Source: an optimization exercise on an open RTL-to-GDS flow (aim: small area and a short achievable clock period). Production flows keep margins and buffers that such runs may drop.
Where RTL was checked, it was by simulation tests only, not by an equivalence proof against the original.
Power figures rest on the tool's default switching activity, not on a simulated workload.

==> v31 <==
## matrix_multiplier
module matrix_multiplier #(
  parameter int DATA_WIDTH = 8,
  parameter int A_ROWS = 2,
  parameter int B_COLUMNS = 2,
  parameter int A_COLUMNS_B_ROWS = 2,
  parameter int C_DATA_WIDTH = (2 * DATA_WIDTH) + $clog2(A_COLUMNS_B_ROWS)
) (
  input                           clk_i,
  input                           reset_i,
  input                           valid_i,
  output logic                    valid_o,
  input        [A_ROWS * A_COLUMNS_B_ROWS * DATA_WIDTH-1:0]   a_i,
  input        [A_COLUMNS_B_ROWS * B_COLUMNS * DATA_WIDTH-1:0] b_i,
  output logic [A_ROWS * B_COLUMNS * C_DATA_WIDTH-1:0]         c_o
);
clock: 6.8 ns
lec_check: 0
cap_margin: 20
core_margin: 2
core_utilization: 40
slew_margin: 20
synth_hierarchical: 1
run.sh (not shown) runs the stock make flow with config.mk's settings and CLKGATE_MAP_FILE= SYNTH_SCRIPT=/design/flow/synth_recipe.tcl, a recipe that flattens the netlist after the stock synthesis.
==> v30: changes against v31 <==
- ABC_CLOCK_PERIOD_IN_PS: not set -> 3800
- SETUP_SLACK_MARGIN: not set -> 3.0
==> notes <==
Sequential power is about the same in v31 and v30.
In v30 the register-to-register slack is better than in v31, by 0.53 ns.
In v30 the final area is higher than in v31, by 9.1%.
Of v31 and v30, v30 has the higher via count (gap 4.7%, measured against v30).
Worst hold slack: v31 is higher than v30 (0.0029 ns).
In v31 the fmax is smaller than in v30, by 12%.
==> figures <==
quantity	v30	v31
Clock buf/inv share	3.10%	3.10%
Core occupancy in the finished layout	50.0%	45.8%
P_leak	8.10 nW	7.26 nW
Final-layout fill cell count	3937	4051
Result of the run	no timing/DRC/antenna violations	no timing/DRC/antenna violations
GR met2 Demand/Resource	37.9%	35.8%
Largest incremental delay on the critical path	0.41 ns	0.55 ns
Count of clock buffers in the final design	20	18
Signal arrival time at the worst endpoint	2.84 ns	3.41 ns
Fraction of standard cell area in multi-input logic	63.5%	65.9%
Global routing usage on met3	4.86%	4.28%
Number of resized instances in the post-cts repair step	337	0
Final worst-path setup slack	2.60 ns	2.03 ns
Wl on met1	20400 um	19600 um
No run of this note included a check of the RTL's function; only the layout flow was run.


==> inputs of yarrow <==
matrix_multiplier, a different RTL version from the one above (not shown whole).
Settings: LEC_CHECK=0, ABC_CLOCK_PERIOD_IN_PS=2600, CAP_MARGIN=20, CORE_MARGIN=2, CORE_UTILIZATION=40, SETUP_SLACK_MARGIN=4.2, SLEW_MARGIN=20, SYNTH_HIERARCHICAL=1; clock period 6.8 ns.
==> fjord: changes against yarrow <==
==> flow/flow/run.sh (new file) <==
#!/bin/bash
# Own flow: the standard layout (standard.sh), with the ports buffered by
# plain buf_1 cells instead of the delay-buffer cell buffer_ports picks itself.
# Every input and output port still gets its own buffer.
set -euo pipefail
export BUFFER_PORTS_ARGS="-buffer_cell sky130_fd_sc_hd__buf_1"
bash standard.sh > standard.log 2>&1
==> flow/standard.sh (new file) <==
#!/bin/bash
# synth_recipe.tcl (not shown) runs the flow's synth.tcl, then flattens the netlist and writes it again
# the make line also repeats each setting of config.mk as NAME=value (left out here)
make -C /OpenROAD-flow-scripts/flow DESIGN_CONFIG=/design/flow/config.mk WORK_HOME=/design/flow/orfs CLKGATE_MAP_FILE= SYNTH_SCRIPT=/design/flow/synth_recipe.tcl "${@:-finish}"
Settings changed: ABC_CLOCK_PERIOD_IN_PS 2600 to 2400, CTS_BUF_LIST set to sky130_fd_sc_hd__clkbuf_4 sky130_fd_sc_hd__clkbuf_8 sky130_fd_sc_hd__clkbuf_16, SETUP_SLACK_MARGIN 4.2 to 4.4.
removed: flow/run.sh
==> summary of the runs <==
Of yarrow and fjord, fjord has the higher first-iteration DRC count (gap about 10%, measured against fjord). In cell count, fjord and yarrow hardly differ. Synthesized cell count is the same in fjord and yarrow. fjord finished clean. yarrow finished clean. Sequential power is about the same in fjord and yarrow. Against yarrow, the utilization of fjord is lower by 0.37 points. Of yarrow and fjord, fjord has the higher setup slack (gap 0.16 ns).


==> build 82: inputs <==
matrix_multiplier again, from the RTL that the note above started with.
export LEC_CHECK = 0
export ABC_CLOCK_PERIOD_IN_PS = 2600
export CAP_MARGIN = 20
export CORE_MARGIN = 2
export CORE_UTILIZATION = 40
export SETUP_SLACK_MARGIN = 4.2
export SLEW_MARGIN = 20
export SYNTH_HIERARCHICAL = 1
create_clock -name core_clock -period 6.8 [get_ports {clk_i}]
standard.sh (not shown) runs the stock make flow with config.mk's settings and CLKGATE_MAP_FILE= SYNTH_SCRIPT=/design/flow/synth_recipe.tcl, a recipe that flattens the netlist after the stock synthesis.
==> flow/flow/run.sh <==
#!/bin/bash
# Own flow: the standard layout (standard.sh), with the ports buffered by
# plain buf_1 cells instead of the delay-buffer cell buffer_ports picks itself.
# Every input and output port still gets its own buffer.
set -euo pipefail
export BUFFER_PORTS_ARGS="-buffer_cell sky130_fd_sc_hd__buf_1"
bash standard.sh > standard.log 2>&1
==> build 11 (differences from build 82) <==
--- a/flow/config.mk
+++ b/flow/config.mk
@@ -7,3 +7,4 @@
 export LEC_CHECK = 0
-export ABC_CLOCK_PERIOD_IN_PS = 2600
+export ABC_AREA = 1
+export ABC_CLOCK_PERIOD_IN_PS = 2400
 export CAP_MARGIN = 20
@@ -11,3 +12,3 @@
 export CORE_UTILIZATION = 40
-export SETUP_SLACK_MARGIN = 4.2
+export SETUP_SLACK_MARGIN = 4.4
 export SLEW_MARGIN = 20
==> qor summary <==
item	build 82	build 11
Result of the run	no timing/DRC/antenna violations	no timing/DRC/antenna violations
Overall die area	57190 um^2	60090 um^2
Leakage	9.294 nW	11.57 nW
Wire length of the first global-routing pass	77.56 mm	83.40 mm
Post-Synth Simple-Gate Area	11.80%	16.49%
Setup crit end	r3e0_296	c_o[0]
Capture instance of the worst register-to-register path	r3e0_296	r3e0_294
Net count reported at finish	2440	2908
Top Consumer	registers	combinational cells
Layout multi-input combinational cell count	1251	1480
Switch share	34.50%	36.51%
Worst Hold Path EP	cse3_1691	cse1_820
Share of total power in the clock network	26.1%	24.4%
Kind of capture point of the worst setup path	flop	output port
Arrival time worst endpoint	2970 ps	1030 ps
Number of logic stages on the critical path including buffering	4	1
Placed standard-cell area	23040 um^2	24250 um^2
Width of the chip	239.2 um	245.1 um
Clock network share of area	7.117%	6.380%

[port drivers added, routing unchanged]
No port has a modelled driver above. Below, the same layouts with a new extraction and two added sets of constraints.
Step 1 assumes that a clkbuf_16 drives the clock port and a buf_2 every other input.
Step 2 moves the port delays by t, midway between the first and last clock arrival at a register: inputs arrive t later, outputs are due t later. That takes back most of the time a late clock gives input paths.
Slacks: ideal / step 1 / step 2; pairs: ideal / step 1.
| run | t (ns) | setup slack, ns | hold WS [ns] |
|---|---|---|---|
| v31 | 0.518 | 2.030 / 1.974 / 2.492 | 0.453 / 0.453 / 0.453 |
| v30 | 0.518 | 2.603 / 2.548 / 3.051 | 0.451 / 0.451 / 0.451 |
| yarrow | 0.634 | 4.261 / 4.203 / 4.302 | 0.313 / 0.313 / 0.313 |
| fjord | 0.637 | 4.418 / 4.361 / 4.443 | 0.310 / 0.310 / 0.310 |
| build 82 | 0.643 | 4.308 / 4.308 / 4.308 | 0.324 / 0.324 / 0.324 |
| build 11 | 0.645 | 4.411 / 4.353 / 4.449 | 0.306 / 0.306 / 0.306 |
After both steps setup and hold are still met in every run listed.
